This design comes from an exercise in tuning for small area and a short achievable clock period on the open sky130 flow, not from production work. Where RTL was checked, it was by simulation tests only, not by an equivalence proof against the original. The RTL of run 2 was laid out without a check of its function. Power is estimated from default activity; no workload was simulated.

==> flow/design.v (outline; a module is shown in full before it is edited, if it fits) <==
// module mod3_1: 2333 lines
module mod3_1(
  input clk,
  input reset_n,
  input signed [22:0] a,
  input signed [22:0] b,
  input signed [16:0] c,
  output signed [39:0] y
);
  // ...
==> flow/flow/run.sh <==
#!/bin/bash
# Layout flow: the standard layout (standard.sh) with two changes:
#  1. synthesis runs Yosys's synth with -noabc, so the generic "abc -fast" pass does not
#     restructure the design's adder cells before extract_fa; everything else in the
#     synthesis script (synth_recipe.tcl and ORFS synth.tcl) is unchanged.
#  2. the port buffers that place inserts are sky130_fd_sc_hd__buf_1 (buffer_ports
#     -buffer_cell) instead of the cell buffer_ports picks by default.
set -euo pipefail
work=$PWD
sed 's/synth -nofsm -noshare {\*}\$args/synth -nofsm -noshare -noabc {*}$args/' \
  synth_recipe.tcl > flow_synth.tcl
grep -q -- '-noabc' flow_synth.tcl
bash standard.sh "SYNTH_SCRIPT=$work/flow_synth.tcl" \
  "BUFFER_PORTS_ARGS=-buffer_cell ${PORT_BUF:-sky130_fd_sc_hd__buf_1}" finish \
  > flow_make.log 2>&1
==> flow/standard.sh <==
#!/bin/bash
# synth_recipe.tcl (not shown) runs the flow's synth.tcl, then flattens the netlist and writes it again
# the make line also repeats each setting of config.mk as NAME=value (left out here)
make -C /OpenROAD-flow-scripts/flow DESIGN_CONFIG=/design/flow/config.mk WORK_HOME=/design/flow/orfs CLKGATE_MAP_FILE= SYNTH_SCRIPT=/design/flow/synth_recipe.tcl "${@:-finish}"
==> flow/config.mk <==
export PLATFORM = sky130hd
export DESIGN_NAME = mod3_1
export DESIGN_NICKNAME = mod3_1
export VERILOG_FILES = /design/flow/design.v
export SDC_FILE = /design/flow/constraint.sdc
export NUM_CORES = 4
export LEC_CHECK = 0
export ABC_AREA = 1
export CAP_MARGIN = 20
export CORE_MARGIN = 2
export CORE_UTILIZATION = 65
export CTS_BUF_LIST = sky130_fd_sc_hd__clkbuf_8
export SETUP_SLACK_MARGIN = 3.4
export SLEW_MARGIN = 70
==> flow/constraint.sdc <==
create_clock -name core_clock -period 7.0 [get_ports {clk}]
set_input_delay 1.4000 -clock core_clock [delete_from_list [all_inputs] [get_ports {clk}]]
set_output_delay 1.4000 -clock core_clock [all_outputs]
set_load 0.01 [all_outputs]
==> implementation parameters, run 1 <==
Parameter                              Value

Layout
  Number of fillers in the final layout    1746
  Most frequent cells in the layout    sky130_fd_sc_hd__xor2_1, sky130_fd_sc_hd__o22ai_1, sky130_fd_sc_hd__fa_1
  Non-clock inverter count in the final layout    169
  Leading cell type in the layout, fill and taps excluded    sky130_fd_sc_hd__xor2_1
  Non-clock buffer share    0.0340
  Sequential cell count    145
  Post-route standard cell area excluding fillers    15300 um2
  Synthesis-to-finish area growth    7.12%
  Area taken by multi-input logic gates    10300 um2

Global route
  Pin count of the biggest net entering global routing    27
  GRT met3 Usage    0.0754
  Global-route usage over all layers    0.304

Setup path
  Dominant cell type by count on the critical path    sky130_fd_sc_hd__fa_1
  Reg2Reg Setup Slack    3540 ps
  Crit path largest cell delay    560 ps
  Endpoint kind of the worst setup timing path    flip-flop

Detailed routing
  Met3 WL post-DR    3280 um
  Highest routing layer actually used    met4
  Initial DRC Count    1049

Timing
  Count of pins over their slew limit    0
  Highest attainable clock frequency    289 MHz
  Final-report hold violation count    0

Placed design
  Worst Setup Slack post-DPL    3240 ps
  Port bufs    104
  Standard cell area after detailed placement    14700 um2

Power
  Peak ir drop on the vdd network    0.334 mV
  Switching pwr    4.11 mW
  Top pwr grp    combinational cells
  Sequential share of power    0.209
  Switching part of the total    0.491
  Total design power    8.36 mW
  Leak Pwr    6.95 nW

Clocking
  Cell chosen for the clock root    sky130_fd_sc_hd__clkbuf_8
  H-Tree Level Count    4

Synth
  Post-Syn Nets    1944
  Number of storage elements in the synthesis netlist    145
  Mean Syn Cell Area    8.91 um2
  Post-synthesis simple-gate area fraction    0.107
  Main combinational cell family by area after synthesis    adder cells
  Cell types with the highest counts after synthesis    sky130_fd_sc_hd__xor2_1, sky130_fd_sc_hd__o22ai_1, sky130_fd_sc_hd__fa_1

Floorplan
  Die Footprint    23200 um2
  Vertical die dimension    152 um
  Die width    152 um

Worst hold path
  Hold Crit Start    d1n[6]

Run status
  Status  no timing/DRC/antenna violations
==> inputs of run 2 (changes only) <==
--- a/flow/design.v
+++ b/flow/design.v
@@ -3,17 +3,17 @@
   input reset_n,
   input signed [22:0] a,
   input signed [22:0] b,
   input signed [16:0] c,
   output signed [39:0] y
 );
   reg [23:0] d1n, d2n;
   reg r1q, f1q;
-  reg [8:0] one_q, two_q, neg_q, onen_q, twon_q;
+  reg [8:0] one_q, two_q, neg_q, onen_q, twon_q, negn_q;
   reg [11:0] ylo;
   reg cyq;
   reg [27:0] h0;
   reg [27:0] h1;
   reg kq;
   wire kill = ~reset_n | f1q;
   wire [8:0] one_w, two_w, neg_w;
   wire [16:0] c1 = c;
@@ -40,24 +40,33 @@
   assign neg_w[6] = c1[13];
   assign one_w[7] = c1[14] ^ c1[13];
   assign two_w[7] = (c1[15] & ~c1[14] & ~c1[13]) | (~c1[15] & c1[14] & c1[13]);
   assign neg_w[7] = c1[15];
   assign one_w[8] = c1[16] ^ c1[15];
   assign two_w[8] = (c1[16] & ~c1[16] & ~c1[15]) | (~c1[16] & c1[16] & c1[15]);
   assign neg_w[8] = c1[16];
   wire one0 = ~onen_q[0], two0 = ~twon_q[0], neg0 = neg_q[0];
+  wire negn0 = negn_q[0];
   wire one1 = ~onen_q[1], two1 = ~twon_q[1], neg1 = neg_q[1];
+  wire negn1 = negn_q[1];
   wire one2 = ~onen_q[2], two2 = ~twon_q[2], neg2 = neg_q[2];
+  wire negn2 = negn_q[2];
   wire one3 = ~onen_q[3], two3 = ~twon_q[3], neg3 = neg_q[3];
+  wire negn3 = negn_q[3];
   wire one4 = ~onen_q[4], two4 = ~twon_q[4], neg4 = neg_q[4];
+  wire negn4 = negn_q[4];
   wire one5 = ~onen_q[5], two5 = ~twon_q[5], neg5 = neg_q[5];
+  wire negn5 = negn_q[5];
   wire one6 = ~onen_q[6], two6 = ~twon_q[6], neg6 = neg_q[6];
+  wire negn6 = negn_q[6];
   wire one7 = ~onen_q[7], two7 = ~twon_q[7], neg7 = neg_q[7];
+  wire negn7 = negn_q[7];
   wire one8 = ~onen_q[8], two8 = ~twon_q[8], neg8 = neg_q[8];
+  wire negn8 = negn_q[8];
   wire [23:0] dsub;
   wire pp1;
   wire pp2;
   wire pp3;
   wire pp4;
   wire pp5;
   wire pp6;
   wire pp7;
@@ -1124,228 +1133,228 @@
   assign pp5 = ((one0 & ~d2n[4]) | (two0 & ~d2n[3])) ^ neg0;
   assign pp6 = ((one0 & ~d2n[5]) | (two0 & ~d2n[4])) ^ neg0;
   assign pp7 = ((one0 & ~d2n[6]) | (two0 & ~d2n[5])) ^ neg0;
   assign pp8 = ((one0 & ~d2n[7]) | (two0 & ~d2n[6])) ^ neg0;
   assign pp9 = ((one0 & ~d2n[8]) | (two0 & ~d2n[7])) ^ neg0;
   assign pp10 = ((one0 & ~d2n[9]) | (two0 & ~d2n[8])) ^ neg0;
   assign pp11 = ((one0 & ~d2n[10]) | (two0 & ~d2n[9])) ^ neg0;
   assign pp12 = ((one0 & ~d2n[11]) | (two0 & ~d2n[10])) ^ neg0;
-  assign pp13 = ((one0 & ~d2n[12]) | (two0 & ~d2n[11])) ^ neg0;
-  assign pp14 = ((one0 & ~d2n[13]) | (two0 & ~d2n[12])) ^ neg0;
-  assign pp15 = ((one0 & ~d2n[14]) | (two0 & ~d2n[13])) ^ neg0;
-  assign pp16 = ((one0 & ~d2n[15]) | (two0 & ~d2n[14])) ^ neg0;
-  assign pp17 = ((one0 & ~d2n[16]) | (two0 & ~d2n[15])) ^ neg0;
-  assign pp18 = ((one0 & ~d2n[17]) | (two0 & ~d2n[16])) ^ neg0;
-  assign pp19 = ((one0 & ~d2n[18]) | (two0 & ~d2n[17])) ^ neg0;
-  assign pp20 = ((one0 & ~d2n[19]) | (two0 & ~d2n[18])) ^ neg0;
-  assign pp21 = ((one0 & ~d2n[20]) | (two0 & ~d2n[19])) ^ neg0;
-  assign pp22 = ((one0 & ~d2n[21]) | (two0 & ~d2n[20])) ^ neg0;
-  assign pp23 = ((one0 & ~d2n[22]) | (two0 & ~d2n[21])) ^ neg0;
-  assign pp24 = ((one0 & ~d2n[23]) | (two0 & ~d2n[22])) ^ neg0;
-  assign pp25 = ~(((one0 & ~d2n[23]) | (two0 & ~d2n[23])) ^ neg0);
+  assign pp13 = ((one0 & ~d2n[12]) | (two0 & ~d2n[11])) ^ ~negn0;
+  assign pp14 = ((one0 & ~d2n[13]) | (two0 & ~d2n[12])) ^ ~negn0;
+  assign pp15 = ((one0 & ~d2n[14]) | (two0 & ~d2n[13])) ^ ~negn0;
+  assign pp16 = ((one0 & ~d2n[15]) | (two0 & ~d2n[14])) ^ ~negn0;
+  assign pp17 = ((one0 & ~d2n[16]) | (two0 & ~d2n[15])) ^ ~negn0;
+  assign pp18 = ((one0 & ~d2n[17]) | (two0 & ~d2n[16])) ^ ~negn0;
+  assign pp19 = ((one0 & ~d2n[18]) | (two0 & ~d2n[17])) ^ ~negn0;
+  assign pp20 = ((one0 & ~d2n[19]) | (two0 & ~d2n[18])) ^ ~negn0;
+  assign pp21 = ((one0 & ~d2n[20]) | (two0 & ~d2n[19])) ^ ~negn0;
+  assign pp22 = ((one0 & ~d2n[21]) | (two0 & ~d2n[20])) ^ ~negn0;
+  assign pp23 = ((one0 & ~d2n[22]) | (two0 & ~d2n[21])) ^ ~negn0;
+  assign pp24 = ((one0 & ~d2n[23]) | (two0 & ~d2n[22])) ^ ~negn0;
+  assign pp25 = ~(((one0 & ~d2n[23]) | (two0 & ~d2n[23])) ^ ~negn0);
   assign pp26 = ((one1 & ~d2n[0])) ^ neg1;
   assign pp27 = ((one1 & ~d2n[1]) | (two1 & ~d2n[0])) ^ neg1;
   assign pp28 = ((one1 & ~d2n[2]) | (two1 & ~d2n[1])) ^ neg1;
   assign pp29 = ((one1 & ~d2n[3]) | (two1 & ~d2n[2])) ^ neg1;
   assign pp30 = ((one1 & ~d2n[4]) | (two1 & ~d2n[3])) ^ neg1;
   assign pp31 = ((one1 & ~d2n[5]) | (two1 & ~d2n[4])) ^ neg1;
   assign pp32 = ((one1 & ~d2n[6]) | (two1 & ~d2n[5])) ^ neg1;
   assign pp33 = ((one1 & ~d2n[7]) | (two1 & ~d2n[6])) ^ neg1;
   assign pp34 = ((one1 & ~d2n[8]) | (two1 & ~d2n[7])) ^ neg1;
   assign pp35 = ((one1 & ~d2n[9]) | (two1 & ~d2n[8])) ^ neg1;
   assign pp36 = ((one1 & ~d2n[10]) | (two1 & ~d2n[9])) ^ neg1;
   assign pp37 = ((one1 & ~d2n[11]) | (two1 & ~d2n[10])) ^ neg1;
-  assign pp38 = ((one1 & ~d2n[12]) | (two1 & ~d2n[11])) ^ neg1;
-  assign pp39 = ((one1 & ~d2n[13]) | (two1 & ~d2n[12])) ^ neg1;
-  assign pp40 = ((one1 & ~d2n[14]) | (two1 & ~d2n[13])) ^ neg1;
-  assign pp41 = ((one1 & ~d2n[15]) | (two1 & ~d2n[14])) ^ neg1;
-  assign pp42 = ((one1 & ~d2n[16]) | (two1 & ~d2n[15])) ^ neg1;
-  assign pp43 = ((one1 & ~d2n[17]) | (two1 & ~d2n[16])) ^ neg1;
-  assign pp44 = ((one1 & ~d2n[18]) | (two1 & ~d2n[17])) ^ neg1;
-  assign pp45 = ((one1 & ~d2n[19]) | (two1 & ~d2n[18])) ^ neg1;
-  assign pp46 = ((one1 & ~d2n[20]) | (two1 & ~d2n[19])) ^ neg1;
-  assign pp47 = ((one1 & ~d2n[21]) | (two1 & ~d2n[20])) ^ neg1;
-  assign pp48 = ((one1 & ~d2n[22]) | (two1 & ~d2n[21])) ^ neg1;
-  assign pp49 = ((one1 & ~d2n[23]) | (two1 & ~d2n[22])) ^ neg1;
-  assign pp50 = ~(((one1 & ~d2n[23]) | (two1 & ~d2n[23])) ^ neg1);
+  assign pp38 = ((one1 & ~d2n[12]) | (two1 & ~d2n[11])) ^ ~negn1;
+  assign pp39 = ((one1 & ~d2n[13]) | (two1 & ~d2n[12])) ^ ~negn1;
+  assign pp40 = ((one1 & ~d2n[14]) | (two1 & ~d2n[13])) ^ ~negn1;
+  assign pp41 = ((one1 & ~d2n[15]) | (two1 & ~d2n[14])) ^ ~negn1;
+  assign pp42 = ((one1 & ~d2n[16]) | (two1 & ~d2n[15])) ^ ~negn1;
+  assign pp43 = ((one1 & ~d2n[17]) | (two1 & ~d2n[16])) ^ ~negn1;
+  assign pp44 = ((one1 & ~d2n[18]) | (two1 & ~d2n[17])) ^ ~negn1;
+  assign pp45 = ((one1 & ~d2n[19]) | (two1 & ~d2n[18])) ^ ~negn1;
+  assign pp46 = ((one1 & ~d2n[20]) | (two1 & ~d2n[19])) ^ ~negn1;
+  assign pp47 = ((one1 & ~d2n[21]) | (two1 & ~d2n[20])) ^ ~negn1;
+  assign pp48 = ((one1 & ~d2n[22]) | (two1 & ~d2n[21])) ^ ~negn1;
+  assign pp49 = ((one1 & ~d2n[23]) | (two1 & ~d2n[22])) ^ ~negn1;
+  assign pp50 = ~(((one1 & ~d2n[23]) | (two1 & ~d2n[23])) ^ ~negn1);
   assign pp51 = ((one2 & ~d2n[0])) ^ neg2;
   assign pp52 = ((one2 & ~d2n[1]) | (two2 & ~d2n[0])) ^ neg2;
   assign pp53 = ((one2 & ~d2n[2]) | (two2 & ~d2n[1])) ^ neg2;
   assign pp54 = ((one2 & ~d2n[3]) | (two2 & ~d2n[2])) ^ neg2;
   assign pp55 = ((one2 & ~d2n[4]) | (two2 & ~d2n[3])) ^ neg2;
   assign pp56 = ((one2 & ~d2n[5]) | (two2 & ~d2n[4])) ^ neg2;
   assign pp57 = ((one2 & ~d2n[6]) | (two2 & ~d2n[5])) ^ neg2;
   assign pp58 = ((one2 & ~d2n[7]) | (two2 & ~d2n[6])) ^ neg2;
   assign pp59 = ((one2 & ~d2n[8]) | (two2 & ~d2n[7])) ^ neg2;
   assign pp60 = ((one2 & ~d2n[9]) | (two2 & ~d2n[8])) ^ neg2;
   assign pp61 = ((one2 & ~d2n[10]) | (two2 & ~d2n[9])) ^ neg2;
   assign pp62 = ((one2 & ~d2n[11]) | (two2 & ~d2n[10])) ^ neg2;
-  assign pp63 = ((one2 & ~d2n[12]) | (two2 & ~d2n[11])) ^ neg2;
-  assign pp64 = ((one2 & ~d2n[13]) | (two2 & ~d2n[12])) ^ neg2;
-  assign pp65 = ((one2 & ~d2n[14]) | (two2 & ~d2n[13])) ^ neg2;
-  assign pp66 = ((one2 & ~d2n[15]) | (two2 & ~d2n[14])) ^ neg2;
-  assign pp67 = ((one2 & ~d2n[16]) | (two2 & ~d2n[15])) ^ neg2;
-  assign pp68 = ((one2 & ~d2n[17]) | (two2 & ~d2n[16])) ^ neg2;
-  assign pp69 = ((one2 & ~d2n[18]) | (two2 & ~d2n[17])) ^ neg2;
-  assign pp70 = ((one2 & ~d2n[19]) | (two2 & ~d2n[18])) ^ neg2;
-  assign pp71 = ((one2 & ~d2n[20]) | (two2 & ~d2n[19])) ^ neg2;
-  assign pp72 = ((one2 & ~d2n[21]) | (two2 & ~d2n[20])) ^ neg2;
-  assign pp73 = ((one2 & ~d2n[22]) | (two2 & ~d2n[21])) ^ neg2;
-  assign pp74 = ((one2 & ~d2n[23]) | (two2 & ~d2n[22])) ^ neg2;
-  assign pp75 = ~(((one2 & ~d2n[23]) | (two2 & ~d2n[23])) ^ neg2);
+  assign pp63 = ((one2 & ~d2n[12]) | (two2 & ~d2n[11])) ^ ~negn2;
+  assign pp64 = ((one2 & ~d2n[13]) | (two2 & ~d2n[12])) ^ ~negn2;
+  assign pp65 = ((one2 & ~d2n[14]) | (two2 & ~d2n[13])) ^ ~negn2;
+  assign pp66 = ((one2 & ~d2n[15]) | (two2 & ~d2n[14])) ^ ~negn2;
+  assign pp67 = ((one2 & ~d2n[16]) | (two2 & ~d2n[15])) ^ ~negn2;
+  assign pp68 = ((one2 & ~d2n[17]) | (two2 & ~d2n[16])) ^ ~negn2;
+  assign pp69 = ((one2 & ~d2n[18]) | (two2 & ~d2n[17])) ^ ~negn2;
+  assign pp70 = ((one2 & ~d2n[19]) | (two2 & ~d2n[18])) ^ ~negn2;
+  assign pp71 = ((one2 & ~d2n[20]) | (two2 & ~d2n[19])) ^ ~negn2;
+  assign pp72 = ((one2 & ~d2n[21]) | (two2 & ~d2n[20])) ^ ~negn2;
+  assign pp73 = ((one2 & ~d2n[22]) | (two2 & ~d2n[21])) ^ ~negn2;
+  assign pp74 = ((one2 & ~d2n[23]) | (two2 & ~d2n[22])) ^ ~negn2;
+  assign pp75 = ~(((one2 & ~d2n[23]) | (two2 & ~d2n[23])) ^ ~negn2);
   assign pp76 = ((one3 & ~d2n[0])) ^ neg3;
   assign pp77 = ((one3 & ~d2n[1]) | (two3 & ~d2n[0])) ^ neg3;
   assign pp78 = ((one3 & ~d2n[2]) | (two3 & ~d2n[1])) ^ neg3;
   assign pp79 = ((one3 & ~d2n[3]) | (two3 & ~d2n[2])) ^ neg3;
   assign pp80 = ((one3 & ~d2n[4]) | (two3 & ~d2n[3])) ^ neg3;
   assign pp81 = ((one3 & ~d2n[5]) | (two3 & ~d2n[4])) ^ neg3;
   assign pp82 = ((one3 & ~d2n[6]) | (two3 & ~d2n[5])) ^ neg3;
   assign pp83 = ((one3 & ~d2n[7]) | (two3 & ~d2n[6])) ^ neg3;
   assign pp84 = ((one3 & ~d2n[8]) | (two3 & ~d2n[7])) ^ neg3;
   assign pp85 = ((one3 & ~d2n[9]) | (two3 & ~d2n[8])) ^ neg3;
   assign pp86 = ((one3 & ~d2n[10]) | (two3 & ~d2n[9])) ^ neg3;
   assign pp87 = ((one3 & ~d2n[11]) | (two3 & ~d2n[10])) ^ neg3;
-  assign pp88 = ((one3 & ~d2n[12]) | (two3 & ~d2n[11])) ^ neg3;
-  assign pp89 = ((one3 & ~d2n[13]) | (two3 & ~d2n[12])) ^ neg3;
-  assign pp90 = ((one3 & ~d2n[14]) | (two3 & ~d2n[13])) ^ neg3;
-  assign pp91 = ((one3 & ~d2n[15]) | (two3 & ~d2n[14])) ^ neg3;
-  assign pp92 = ((one3 & ~d2n[16]) | (two3 & ~d2n[15])) ^ neg3;
-  assign pp93 = ((one3 & ~d2n[17]) | (two3 & ~d2n[16])) ^ neg3;
-  assign pp94 = ((one3 & ~d2n[18]) | (two3 & ~d2n[17])) ^ neg3;
-  assign pp95 = ((one3 & ~d2n[19]) | (two3 & ~d2n[18])) ^ neg3;
-  assign pp96 = ((one3 & ~d2n[20]) | (two3 & ~d2n[19])) ^ neg3;
-  assign pp97 = ((one3 & ~d2n[21]) | (two3 & ~d2n[20])) ^ neg3;
-  assign pp98 = ((one3 & ~d2n[22]) | (two3 & ~d2n[21])) ^ neg3;
-  assign pp99 = ((one3 & ~d2n[23]) | (two3 & ~d2n[22])) ^ neg3;
-  assign pp100 = ~(((one3 & ~d2n[23]) | (two3 & ~d2n[23])) ^ neg3);
+  assign pp88 = ((one3 & ~d2n[12]) | (two3 & ~d2n[11])) ^ ~negn3;
+  assign pp89 = ((one3 & ~d2n[13]) | (two3 & ~d2n[12])) ^ ~negn3;
+  assign pp90 = ((one3 & ~d2n[14]) | (two3 & ~d2n[13])) ^ ~negn3;
+  assign pp91 = ((one3 & ~d2n[15]) | (two3 & ~d2n[14])) ^ ~negn3;
+  assign pp92 = ((one3 & ~d2n[16]) | (two3 & ~d2n[15])) ^ ~negn3;
+  assign pp93 = ((one3 & ~d2n[17]) | (two3 & ~d2n[16])) ^ ~negn3;
+  assign pp94 = ((one3 & ~d2n[18]) | (two3 & ~d2n[17])) ^ ~negn3;
+  assign pp95 = ((one3 & ~d2n[19]) | (two3 & ~d2n[18])) ^ ~negn3;
+  assign pp96 = ((one3 & ~d2n[20]) | (two3 & ~d2n[19])) ^ ~negn3;
+  assign pp97 = ((one3 & ~d2n[21]) | (two3 & ~d2n[20])) ^ ~negn3;
+  assign pp98 = ((one3 & ~d2n[22]) | (two3 & ~d2n[21])) ^ ~negn3;
+  assign pp99 = ((one3 & ~d2n[23]) | (two3 & ~d2n[22])) ^ ~negn3;
+  assign pp100 = ~(((one3 & ~d2n[23]) | (two3 & ~d2n[23])) ^ ~negn3);
   assign pp101 = ((one4 & ~d2n[0])) ^ neg4;
   assign pp102 = ((one4 & ~d2n[1]) | (two4 & ~d2n[0])) ^ neg4;
   assign pp103 = ((one4 & ~d2n[2]) | (two4 & ~d2n[1])) ^ neg4;
   assign pp104 = ((one4 & ~d2n[3]) | (two4 & ~d2n[2])) ^ neg4;
   assign pp105 = ((one4 & ~d2n[4]) | (two4 & ~d2n[3])) ^ neg4;
   assign pp106 = ((one4 & ~d2n[5]) | (two4 & ~d2n[4])) ^ neg4;
   assign pp107 = ((one4 & ~d2n[6]) | (two4 & ~d2n[5])) ^ neg4;
   assign pp108 = ((one4 & ~d2n[7]) | (two4 & ~d2n[6])) ^ neg4;
   assign pp109 = ((one4 & ~d2n[8]) | (two4 & ~d2n[7])) ^ neg4;
   assign pp110 = ((one4 & ~d2n[9]) | (two4 & ~d2n[8])) ^ neg4;
   assign pp111 = ((one4 & ~d2n[10]) | (two4 & ~d2n[9])) ^ neg4;
   assign pp112 = ((one4 & ~d2n[11]) | (two4 & ~d2n[10])) ^ neg4;
-  assign pp113 = ((one4 & ~d2n[12]) | (two4 & ~d2n[11])) ^ neg4;
-  assign pp114 = ((one4 & ~d2n[13]) | (two4 & ~d2n[12])) ^ neg4;
-  assign pp115 = ((one4 & ~d2n[14]) | (two4 & ~d2n[13])) ^ neg4;
-  assign pp116 = ((one4 & ~d2n[15]) | (two4 & ~d2n[14])) ^ neg4;
-  assign pp117 = ((one4 & ~d2n[16]) | (two4 & ~d2n[15])) ^ neg4;
-  assign pp118 = ((one4 & ~d2n[17]) | (two4 & ~d2n[16])) ^ neg4;
-  assign pp119 = ((one4 & ~d2n[18]) | (two4 & ~d2n[17])) ^ neg4;
-  assign pp120 = ((one4 & ~d2n[19]) | (two4 & ~d2n[18])) ^ neg4;
-  assign pp121 = ((one4 & ~d2n[20]) | (two4 & ~d2n[19])) ^ neg4;
-  assign pp122 = ((one4 & ~d2n[21]) | (two4 & ~d2n[20])) ^ neg4;
-  assign pp123 = ((one4 & ~d2n[22]) | (two4 & ~d2n[21])) ^ neg4;
-  assign pp124 = ((one4 & ~d2n[23]) | (two4 & ~d2n[22])) ^ neg4;
-  assign pp125 = ~(((one4 & ~d2n[23]) | (two4 & ~d2n[23])) ^ neg4);
+  assign pp113 = ((one4 & ~d2n[12]) | (two4 & ~d2n[11])) ^ ~negn4;
+  assign pp114 = ((one4 & ~d2n[13]) | (two4 & ~d2n[12])) ^ ~negn4;
+  assign pp115 = ((one4 & ~d2n[14]) | (two4 & ~d2n[13])) ^ ~negn4;
+  assign pp116 = ((one4 & ~d2n[15]) | (two4 & ~d2n[14])) ^ ~negn4;
+  assign pp117 = ((one4 & ~d2n[16]) | (two4 & ~d2n[15])) ^ ~negn4;
+  assign pp118 = ((one4 & ~d2n[17]) | (two4 & ~d2n[16])) ^ ~negn4;
+  assign pp119 = ((one4 & ~d2n[18]) | (two4 & ~d2n[17])) ^ ~negn4;
+  assign pp120 = ((one4 & ~d2n[19]) | (two4 & ~d2n[18])) ^ ~negn4;
+  assign pp121 = ((one4 & ~d2n[20]) | (two4 & ~d2n[19])) ^ ~negn4;
+  assign pp122 = ((one4 & ~d2n[21]) | (two4 & ~d2n[20])) ^ ~negn4;
+  assign pp123 = ((one4 & ~d2n[22]) | (two4 & ~d2n[21])) ^ ~negn4;
+  assign pp124 = ((one4 & ~d2n[23]) | (two4 & ~d2n[22])) ^ ~negn4;
+  assign pp125 = ~(((one4 & ~d2n[23]) | (two4 & ~d2n[23])) ^ ~negn4);
   assign pp126 = ((one5 & ~d2n[0])) ^ neg5;
   assign pp127 = ((one5 & ~d2n[1]) | (two5 & ~d2n[0])) ^ neg5;
   assign pp128 = ((one5 & ~d2n[2]) | (two5 & ~d2n[1])) ^ neg5;
   assign pp129 = ((one5 & ~d2n[3]) | (two5 & ~d2n[2])) ^ neg5;
   assign pp130 = ((one5 & ~d2n[4]) | (two5 & ~d2n[3])) ^ neg5;
   assign pp131 = ((one5 & ~d2n[5]) | (two5 & ~d2n[4])) ^ neg5;
   assign pp132 = ((one5 & ~d2n[6]) | (two5 & ~d2n[5])) ^ neg5;
   assign pp133 = ((one5 & ~d2n[7]) | (two5 & ~d2n[6])) ^ neg5;
   assign pp134 = ((one5 & ~d2n[8]) | (two5 & ~d2n[7])) ^ neg5;
   assign pp135 = ((one5 & ~d2n[9]) | (two5 & ~d2n[8])) ^ neg5;
   assign pp136 = ((one5 & ~d2n[10]) | (two5 & ~d2n[9])) ^ neg5;
   assign pp137 = ((one5 & ~d2n[11]) | (two5 & ~d2n[10])) ^ neg5;
-  assign pp138 = ((one5 & ~d2n[12]) | (two5 & ~d2n[11])) ^ neg5;
-  assign pp139 = ((one5 & ~d2n[13]) | (two5 & ~d2n[12])) ^ neg5;
-  assign pp140 = ((one5 & ~d2n[14]) | (two5 & ~d2n[13])) ^ neg5;
-  assign pp141 = ((one5 & ~d2n[15]) | (two5 & ~d2n[14])) ^ neg5;
-  assign pp142 = ((one5 & ~d2n[16]) | (two5 & ~d2n[15])) ^ neg5;
-  assign pp143 = ((one5 & ~d2n[17]) | (two5 & ~d2n[16])) ^ neg5;
-  assign pp144 = ((one5 & ~d2n[18]) | (two5 & ~d2n[17])) ^ neg5;
-  assign pp145 = ((one5 & ~d2n[19]) | (two5 & ~d2n[18])) ^ neg5;
-  assign pp146 = ((one5 & ~d2n[20]) | (two5 & ~d2n[19])) ^ neg5;
-  assign pp147 = ((one5 & ~d2n[21]) | (two5 & ~d2n[20])) ^ neg5;
-  assign pp148 = ((one5 & ~d2n[22]) | (two5 & ~d2n[21])) ^ neg5;
-  assign pp149 = ((one5 & ~d2n[23]) | (two5 & ~d2n[22])) ^ neg5;
-  assign pp150 = ~(((one5 & ~d2n[23]) | (two5 & ~d2n[23])) ^ neg5);
+  assign pp138 = ((one5 & ~d2n[12]) | (two5 & ~d2n[11])) ^ ~negn5;
+  assign pp139 = ((one5 & ~d2n[13]) | (two5 & ~d2n[12])) ^ ~negn5;
+  assign pp140 = ((one5 & ~d2n[14]) | (two5 & ~d2n[13])) ^ ~negn5;
+  assign pp141 = ((one5 & ~d2n[15]) | (two5 & ~d2n[14])) ^ ~negn5;
+  assign pp142 = ((one5 & ~d2n[16]) | (two5 & ~d2n[15])) ^ ~negn5;
+  assign pp143 = ((one5 & ~d2n[17]) | (two5 & ~d2n[16])) ^ ~negn5;
+  assign pp144 = ((one5 & ~d2n[18]) | (two5 & ~d2n[17])) ^ ~negn5;
+  assign pp145 = ((one5 & ~d2n[19]) | (two5 & ~d2n[18])) ^ ~negn5;
+  assign pp146 = ((one5 & ~d2n[20]) | (two5 & ~d2n[19])) ^ ~negn5;
+  assign pp147 = ((one5 & ~d2n[21]) | (two5 & ~d2n[20])) ^ ~negn5;
+  assign pp148 = ((one5 & ~d2n[22]) | (two5 & ~d2n[21])) ^ ~negn5;
+  assign pp149 = ((one5 & ~d2n[23]) | (two5 & ~d2n[22])) ^ ~negn5;
+  assign pp150 = ~(((one5 & ~d2n[23]) | (two5 & ~d2n[23])) ^ ~negn5);
   assign pp151 = ((one6 & ~d2n[0])) ^ neg6;
   assign pp152 = ((one6 & ~d2n[1]) | (two6 & ~d2n[0])) ^ neg6;
   assign pp153 = ((one6 & ~d2n[2]) | (two6 & ~d2n[1])) ^ neg6;
   assign pp154 = ((one6 & ~d2n[3]) | (two6 & ~d2n[2])) ^ neg6;
   assign pp155 = ((one6 & ~d2n[4]) | (two6 & ~d2n[3])) ^ neg6;
   assign pp156 = ((one6 & ~d2n[5]) | (two6 & ~d2n[4])) ^ neg6;
   assign pp157 = ((one6 & ~d2n[6]) | (two6 & ~d2n[5])) ^ neg6;
   assign pp158 = ((one6 & ~d2n[7]) | (two6 & ~d2n[6])) ^ neg6;
   assign pp159 = ((one6 & ~d2n[8]) | (two6 & ~d2n[7])) ^ neg6;
   assign pp160 = ((one6 & ~d2n[9]) | (two6 & ~d2n[8])) ^ neg6;
   assign pp161 = ((one6 & ~d2n[10]) | (two6 & ~d2n[9])) ^ neg6;
   assign pp162 = ((one6 & ~d2n[11]) | (two6 & ~d2n[10])) ^ neg6;
-  assign pp163 = ((one6 & ~d2n[12]) | (two6 & ~d2n[11])) ^ neg6;
-  assign pp164 = ((one6 & ~d2n[13]) | (two6 & ~d2n[12])) ^ neg6;
-  assign pp165 = ((one6 & ~d2n[14]) | (two6 & ~d2n[13])) ^ neg6;
-  assign pp166 = ((one6 & ~d2n[15]) | (two6 & ~d2n[14])) ^ neg6;
-  assign pp167 = ((one6 & ~d2n[16]) | (two6 & ~d2n[15])) ^ neg6;
-  assign pp168 = ((one6 & ~d2n[17]) | (two6 & ~d2n[16])) ^ neg6;
-  assign pp169 = ((one6 & ~d2n[18]) | (two6 & ~d2n[17])) ^ neg6;
-  assign pp170 = ((one6 & ~d2n[19]) | (two6 & ~d2n[18])) ^ neg6;
-  assign pp171 = ((one6 & ~d2n[20]) | (two6 & ~d2n[19])) ^ neg6;
-  assign pp172 = ((one6 & ~d2n[21]) | (two6 & ~d2n[20])) ^ neg6;
-  assign pp173 = ((one6 & ~d2n[22]) | (two6 & ~d2n[21])) ^ neg6;
-  assign pp174 = ((one6 & ~d2n[23]) | (two6 & ~d2n[22])) ^ neg6;
-  assign pp175 = ~(((one6 & ~d2n[23]) | (two6 & ~d2n[23])) ^ neg6);
+  assign pp163 = ((one6 & ~d2n[12]) | (two6 & ~d2n[11])) ^ ~negn6;
+  assign pp164 = ((one6 & ~d2n[13]) | (two6 & ~d2n[12])) ^ ~negn6;
+  assign pp165 = ((one6 & ~d2n[14]) | (two6 & ~d2n[13])) ^ ~negn6;
+  assign pp166 = ((one6 & ~d2n[15]) | (two6 & ~d2n[14])) ^ ~negn6;
+  assign pp167 = ((one6 & ~d2n[16]) | (two6 & ~d2n[15])) ^ ~negn6;
+  assign pp168 = ((one6 & ~d2n[17]) | (two6 & ~d2n[16])) ^ ~negn6;
+  assign pp169 = ((one6 & ~d2n[18]) | (two6 & ~d2n[17])) ^ ~negn6;
+  assign pp170 = ((one6 & ~d2n[19]) | (two6 & ~d2n[18])) ^ ~negn6;
+  assign pp171 = ((one6 & ~d2n[20]) | (two6 & ~d2n[19])) ^ ~negn6;
+  assign pp172 = ((one6 & ~d2n[21]) | (two6 & ~d2n[20])) ^ ~negn6;
+  assign pp173 = ((one6 & ~d2n[22]) | (two6 & ~d2n[21])) ^ ~negn6;
+  assign pp174 = ((one6 & ~d2n[23]) | (two6 & ~d2n[22])) ^ ~negn6;
+  assign pp175 = ~(((one6 & ~d2n[23]) | (two6 & ~d2n[23])) ^ ~negn6);
   assign pp176 = ((one7 & ~d2n[0])) ^ neg7;
   assign pp177 = ((one7 & ~d2n[1]) | (two7 & ~d2n[0])) ^ neg7;
   assign pp178 = ((one7 & ~d2n[2]) | (two7 & ~d2n[1])) ^ neg7;
   assign pp179 = ((one7 & ~d2n[3]) | (two7 & ~d2n[2])) ^ neg7;
   assign pp180 = ((one7 & ~d2n[4]) | (two7 & ~d2n[3])) ^ neg7;
   assign pp181 = ((one7 & ~d2n[5]) | (two7 & ~d2n[4])) ^ neg7;
   assign pp182 = ((one7 & ~d2n[6]) | (two7 & ~d2n[5])) ^ neg7;
   assign pp183 = ((one7 & ~d2n[7]) | (two7 & ~d2n[6])) ^ neg7;
   assign pp184 = ((one7 & ~d2n[8]) | (two7 & ~d2n[7])) ^ neg7;
   assign pp185 = ((one7 & ~d2n[9]) | (two7 & ~d2n[8])) ^ neg7;
   assign pp186 = ((one7 & ~d2n[10]) | (two7 & ~d2n[9])) ^ neg7;
   assign pp187 = ((one7 & ~d2n[11]) | (two7 & ~d2n[10])) ^ neg7;
-  assign pp188 = ((one7 & ~d2n[12]) | (two7 & ~d2n[11])) ^ neg7;
-  assign pp189 = ((one7 & ~d2n[13]) | (two7 & ~d2n[12])) ^ neg7;
-  assign pp190 = ((one7 & ~d2n[14]) | (two7 & ~d2n[13])) ^ neg7;
-  assign pp191 = ((one7 & ~d2n[15]) | (two7 & ~d2n[14])) ^ neg7;
-  assign pp192 = ((one7 & ~d2n[16]) | (two7 & ~d2n[15])) ^ neg7;
-  assign pp193 = ((one7 & ~d2n[17]) | (two7 & ~d2n[16])) ^ neg7;
-  assign pp194 = ((one7 & ~d2n[18]) | (two7 & ~d2n[17])) ^ neg7;
-  assign pp195 = ((one7 & ~d2n[19]) | (two7 & ~d2n[18])) ^ neg7;
-  assign pp196 = ((one7 & ~d2n[20]) | (two7 & ~d2n[19])) ^ neg7;
-  assign pp197 = ((one7 & ~d2n[21]) | (two7 & ~d2n[20])) ^ neg7;
-  assign pp198 = ((one7 & ~d2n[22]) | (two7 & ~d2n[21])) ^ neg7;
-  assign pp199 = ((one7 & ~d2n[23]) | (two7 & ~d2n[22])) ^ neg7;
-  assign pp200 = ~(((one7 & ~d2n[23]) | (two7 & ~d2n[23])) ^ neg7);
+  assign pp188 = ((one7 & ~d2n[12]) | (two7 & ~d2n[11])) ^ ~negn7;
+  assign pp189 = ((one7 & ~d2n[13]) | (two7 & ~d2n[12])) ^ ~negn7;
+  assign pp190 = ((one7 & ~d2n[14]) | (two7 & ~d2n[13])) ^ ~negn7;
+  assign pp191 = ((one7 & ~d2n[15]) | (two7 & ~d2n[14])) ^ ~negn7;
+  assign pp192 = ((one7 & ~d2n[16]) | (two7 & ~d2n[15])) ^ ~negn7;
+  assign pp193 = ((one7 & ~d2n[17]) | (two7 & ~d2n[16])) ^ ~negn7;
+  assign pp194 = ((one7 & ~d2n[18]) | (two7 & ~d2n[17])) ^ ~negn7;
+  assign pp195 = ((one7 & ~d2n[19]) | (two7 & ~d2n[18])) ^ ~negn7;
+  assign pp196 = ((one7 & ~d2n[20]) | (two7 & ~d2n[19])) ^ ~negn7;
+  assign pp197 = ((one7 & ~d2n[21]) | (two7 & ~d2n[20])) ^ ~negn7;
+  assign pp198 = ((one7 & ~d2n[22]) | (two7 & ~d2n[21])) ^ ~negn7;
+  assign pp199 = ((one7 & ~d2n[23]) | (two7 & ~d2n[22])) ^ ~negn7;
+  assign pp200 = ~(((one7 & ~d2n[23]) | (two7 & ~d2n[23])) ^ ~negn7);
   assign pp201 = ((one8 & ~d2n[0])) ^ neg8;
   assign pp202 = ((one8 & ~d2n[1]) | (two8 & ~d2n[0])) ^ neg8;
   assign pp203 = ((one8 & ~d2n[2]) | (two8 & ~d2n[1])) ^ neg8;
   assign pp204 = ((one8 & ~d2n[3]) | (two8 & ~d2n[2])) ^ neg8;
   assign pp205 = ((one8 & ~d2n[4]) | (two8 & ~d2n[3])) ^ neg8;
   assign pp206 = ((one8 & ~d2n[5]) | (two8 & ~d2n[4])) ^ neg8;
   assign pp207 = ((one8 & ~d2n[6]) | (two8 & ~d2n[5])) ^ neg8;
   assign pp208 = ((one8 & ~d2n[7]) | (two8 & ~d2n[6])) ^ neg8;
   assign pp209 = ((one8 & ~d2n[8]) | (two8 & ~d2n[7])) ^ neg8;
   assign pp210 = ((one8 & ~d2n[9]) | (two8 & ~d2n[8])) ^ neg8;
   assign pp211 = ((one8 & ~d2n[10]) | (two8 & ~d2n[9])) ^ neg8;
   assign pp212 = ((one8 & ~d2n[11]) | (two8 & ~d2n[10])) ^ neg8;
-  assign pp213 = ((one8 & ~d2n[12]) | (two8 & ~d2n[11])) ^ neg8;
-  assign pp214 = ((one8 & ~d2n[13]) | (two8 & ~d2n[12])) ^ neg8;
-  assign pp215 = ((one8 & ~d2n[14]) | (two8 & ~d2n[13])) ^ neg8;
-  assign pp216 = ((one8 & ~d2n[15]) | (two8 & ~d2n[14])) ^ neg8;
-  assign pp217 = ((one8 & ~d2n[16]) | (two8 & ~d2n[15])) ^ neg8;
-  assign pp218 = ((one8 & ~d2n[17]) | (two8 & ~d2n[16])) ^ neg8;
-  assign pp219 = ((one8 & ~d2n[18]) | (two8 & ~d2n[17])) ^ neg8;
-  assign pp220 = ((one8 & ~d2n[19]) | (two8 & ~d2n[18])) ^ neg8;
-  assign pp221 = ((one8 & ~d2n[20]) | (two8 & ~d2n[19])) ^ neg8;
-  assign pp222 = ((one8 & ~d2n[21]) | (two8 & ~d2n[20])) ^ neg8;
-  assign pp223 = ((one8 & ~d2n[22]) | (two8 & ~d2n[21])) ^ neg8;
-  assign pp224 = ((one8 & ~d2n[23]) | (two8 & ~d2n[22])) ^ neg8;
+  assign pp213 = ((one8 & ~d2n[12]) | (two8 & ~d2n[11])) ^ ~negn8;
+  assign pp214 = ((one8 & ~d2n[13]) | (two8 & ~d2n[12])) ^ ~negn8;
+  assign pp215 = ((one8 & ~d2n[14]) | (two8 & ~d2n[13])) ^ ~negn8;
+  assign pp216 = ((one8 & ~d2n[15]) | (two8 & ~d2n[14])) ^ ~negn8;
+  assign pp217 = ((one8 & ~d2n[16]) | (two8 & ~d2n[15])) ^ ~negn8;
+  assign pp218 = ((one8 & ~d2n[17]) | (two8 & ~d2n[16])) ^ ~negn8;
+  assign pp219 = ((one8 & ~d2n[18]) | (two8 & ~d2n[17])) ^ ~negn8;
+  assign pp220 = ((one8 & ~d2n[19]) | (two8 & ~d2n[18])) ^ ~negn8;
+  assign pp221 = ((one8 & ~d2n[20]) | (two8 & ~d2n[19])) ^ ~negn8;
+  assign pp222 = ((one8 & ~d2n[21]) | (two8 & ~d2n[20])) ^ ~negn8;
+  assign pp223 = ((one8 & ~d2n[22]) | (two8 & ~d2n[21])) ^ ~negn8;
+  assign pp224 = ((one8 & ~d2n[23]) | (two8 & ~d2n[22])) ^ ~negn8;
   assign ci225 = ~pp25;
   assign ci226 = ~pp49;
   assign ci227 = ~pp74;
   assign ci228 = ~pp99;
   assign ci229 = ~pp124;
   assign ci230 = ~pp149;
   assign ci231 = ~pp174;
   assign ci232 = ~pp199;
@@ -2319,15 +2328,16 @@
   always @(posedge clk) begin
     d1n <= ~dsub;
     r1q <= ~reset_n;
     d2n <= d1n;
     f1q <= ~reset_n | r1q;
     onen_q <= ~one_w;
     twon_q <= ~two_w;
     neg_q <= neg_w;
+    negn_q <= ~neg_w;
     ylo <= ylo_d;
     cyq <= pg694;
     h0 <= h0_d;
     h1 <= h1_d;
     kq <= kill;
   end
 endmodule
==> implementation parameters, run 2 <==
Parameter                              Value

Synth
  Ranking of synthesized cells by area    sky130_fd_sc_hd__fa_1, sky130_fd_sc_hd__dfxtp_1, sky130_fd_sc_hd__xor2_1, sky130_fd_sc_hd__ha_1, sky130_fd_sc_hd__o22ai_1
  Number of storage elements in the synthesis netlist    154 (+6.2%)
  Number of unique standard cell types used by synthesis    34
  Mapped Cells    1660
  Number of enable flip-flop cells after synthesis    0
  Commonest register cell after synthesis    sky130_fd_sc_hd__dfxtp_1
  Number of synthesis warnings    1
  Cell types with the highest counts after synthesis    sky130_fd_sc_hd__nand2_1, sky130_fd_sc_hd__xor2_1, sky130_fd_sc_hd__inv_1
  Share of async-settable or async-resettable flops after synthesis    0
  Cell area after synthesis    14500 um2
  Synth area leader    sky130_fd_sc_hd__fa_1
  Post-Syn Nets    2001 (+2.9%)
  Portion of synthesized cell area occupied by the leading cell type    0.244
  Mean Syn Cell Area    8.71 um2 (-2.1%)
  Portion of the post-synthesis area used by sequential elements    0.213

Global route
  Gr ovfl total    0
  Met1 Resource Use GR    0.444
  Pin count of the biggest net entering global routing    26 (-3.7%)
  Global-route usage over all layers    0.312 (+0.00737)
  GRT met3 Usage    0.0794 (+0.00402)
  Global routing's busiest layer    met2
  Met2 track utilization from global routing    0.473
  Number of antenna violations at the first check in global routing    0
  Vias in the first global route    11200
  Wire length of the first global-routing pass    58200 um

Power
  Total power per unit cell area    556 nW/um2
  Peak ir drop on the vdd network    0.320 mV (-4.2%)
  Leak Pwr    7.17 nW (+3.1%)

Setup path
  Crit path largest cell delay    540 ps (-20 ps)
  Slowest stage cell, crit path    sky130_fd_sc_hd__fa_1
  Logic depth of the worst register-to-register path    10
  Crit path arrival time    3810 ps
  Ordered list of cells on the worst path    o22ai_1 > xor2_1 > ha_1 > inv_1 > fa_1 > inv_1 > fa_1 > fa_1 > fa_1 > ha_1
  WP depth    10
  Dominant cell type by count on the critical path    sky130_fd_sc_hd__fa_1
  Cell type group with the largest total delay on the critical path    adder cells
  Peak fanout along the critical path    24
  Classification of the worst setup path    reg2reg
  Startpoint type of the worst setup path    flip-flop
  WP data required    7350 ps
  Endpoint kind of the worst setup timing path    flip-flop
  Combined buffer and inverter count along the critical path    2

Timing
  Minimum clock period    3460 ps
  Worst hold-check slack    315 ps
  Final count of negative-setup-slack endpoints    0
  Count of pins over their slew limit    0 (unchanged)
  Final-report hold violation count    0 (unchanged)
  Crit share post-route    0.495
  Slew HR    0.699
  Worst setup skew after layout    22.4 ps
  Summed negative setup slack over all endpoints    0 ps
  Highest attainable clock frequency    289 MHz (about the same)
  RSZ-0062 raised after global routing    no
  Worst-margin pin slew    451 ps

Clocking
  Clock buffer count from CTS    17
  TritonCTS Sinks    154
  Clock insertion delay at the later pin of the skew report    470 ps
  Number of buffers inserted by post-CTS setup repair    0
  CTS tree    done
  Clk pin slew, worst setup/hold paths    110 ps
  Cell chosen for the clock root    sky130_fd_sc_hd__clkbuf_8
  Bufs on Longest Clock Path    2
  H-Tree Level Count    4 (unchanged)
  Count of instances resized after the clock tree is built    0
  Post-cts hold buffer count    0

Floorplan
  Die width    153 um (+0.65%)
  I/O pin count    105
  Cell Rows    54
  Starting Density    0.663
  Die Footprint    23500 um2 (+1.3%)
  Vertical die dimension    153 um (+0.65%)
  Area of the core    21800 um2

Worst hold path
  Hold Path Stages    0
  Class of the tightest hold or removal check    reg2reg

Detailed routing
  Wirelength per Cell    17.9 um
  Number of vias per cell    5.80
  Initial DRC Count    1025 (-2.3%)
  Detailed-router iteration count before antenna repair    5
  Post-detailed-route DRC marker count    0
  Routed wire length    35300 um
  Via count    11400
  Number of routed nets with antenna violations    0

Layout
  Post-route standard cell area excluding fillers    15400 um2 (+0.56%)
  Fraction of layout instances using a drive strength above 1    0.0795
  Synthesis-to-finish area growth    6.30%
  Ant. Diodes    0
  Number of nets in the finished design    2014
  Utilization after layout    0.705
  Largest regs    h0 (28), h1 (27)
  Top register by number of flip-flops    h0
  Leading cell type in the layout, fill and taps excluded    sky130_fd_sc_hd__xor2_1
  Flip-flop count of the largest register, all copies and words added    28
  Most frequent cells in the layout    sky130_fd_sc_hd__xor2_1, sky130_fd_sc_hd__nand2_1, sky130_fd_sc_hd__inv_1

Flow run
  Maxcap violations    0

Placed design
  Weighted congestion reported at the end of routability-driven placement    0.937
  Port bufs    104 (unchanged)
  Standard cell area after detailed placement    14900 um2 (+1.0%)
  Half-perimeter wire length after placement    27100 um

Run status
  Status  no timing/DRC/antenna violations
run 2: changes by cell type after synthesis, sizes merged, moves of 5 or more:
cell    previous run  this run
o21bai             6         1
clkbuf            89        82
inv              168       198
nand2            195       245
xor2             233       239
dfxtp            145       154
nor2             113       108
o21ai             19        14
a21oi             62        53
xnor2             13         7
run 2: kinds of logic (layout without fill, tap and decap cells):
group                    count (synthesis)  in the layout  synth area share
AND/OR/NAND/NOR                        409            409             0.115
XOR/XNOR                               246            246             0.149
adder cells (fa/ha/maj)                276            276             0.330
AO/OA/AOI/OAI                          264            264             0.109
flip-flops                             154            154             0.213
buffers and inverters                  311            337            0.0834
run 2: area by class of cell:
type                       instances  area, um2
tap                              280        350
clock buffer                      17        234
timing repair buffer             105        403
inverter                         200        753
clock inverter                    15        178
multi-input combinational       1195      10200
sequential                       154       3250
fill                            1802       6450
run 2: final timing paths:
path	slack, ps	end	from
worst max register to register	3540	h0[14]	twon_q[3]
worst max-delay path	3540	h0[14]	twon_q[3]
worst min-delay path	310	d2n[9]	d1n[9]
worst min register to register	310	d2n[9]	d1n[9]
run 2: per-layer routing:
| layer | vias to the layer above | wire [um] |
|---|---|---|
| met5 | - | 0 |
| met4 | 0 | 651 |
| met3 | 62 | 3860 |
| met2 | 616 | 15500 |
| met1 | 5392 | 15200 |
| li1 | 5341 | - |
run 2: where the power goes:
group / switching [mW] / internal [mW]
registers: 0.431 / 1.37
clock network: 0.399 / 0.302
logic: 3.35 / 2.70
total: 4.18 / 4.37
run 2: through the flow:
stage | cells | setup WS, ps | power, mW
global route | 1966 | 3400 | 9.68
CTS | 1965 | 3430 | 8.54
finish | 1966 | 3540 | 8.55
floorplan | 1660 | 3450 | 6.00
detailed placement | 1933 | 3230 | 7.79
global placement | 1933 | 3220 | 7.41

-- static timing again, ports no longer ideal --
How much do the figures lean on ideal ports? The routed layouts below were timed once more, with nothing changed but the port constraints.
Step 1 assumes that a clkbuf_16 drives the clock port and a buf_2 every other input.
Step 2 adds t to the input delays and takes it off the output delays; t is the mean of the earliest and latest rising clock arrival at the registers after step 1. Input paths then give back, and output paths get back, about the clock's delay inside the block.
a / b / c = ideal / step 1 / step 2; a / b = the first two.
| run | shift t [ns] | slack for setup (ns) | hold WS [ns] | worst setup path at the end | worst register clock-pin slew, ns |
|---|---|---|---|---|---|
| run 1 | 0.505 | 3.536 / 3.536 / 3.282 | 0.321 / 0.321 / 0.321 | input to register | 0.11 / 0.11 |
| run 2 | 0.511 | 3.538 / 3.538 / 3.281 | 0.315 / 0.315 / 0.315 | input to register | 0.11 / 0.11 |
After both steps setup and hold are still met in every run listed. For run 2, which loses most, drivers alone change the setup slack by 0.000 ns; drivers and shift together by -0.257 ns.
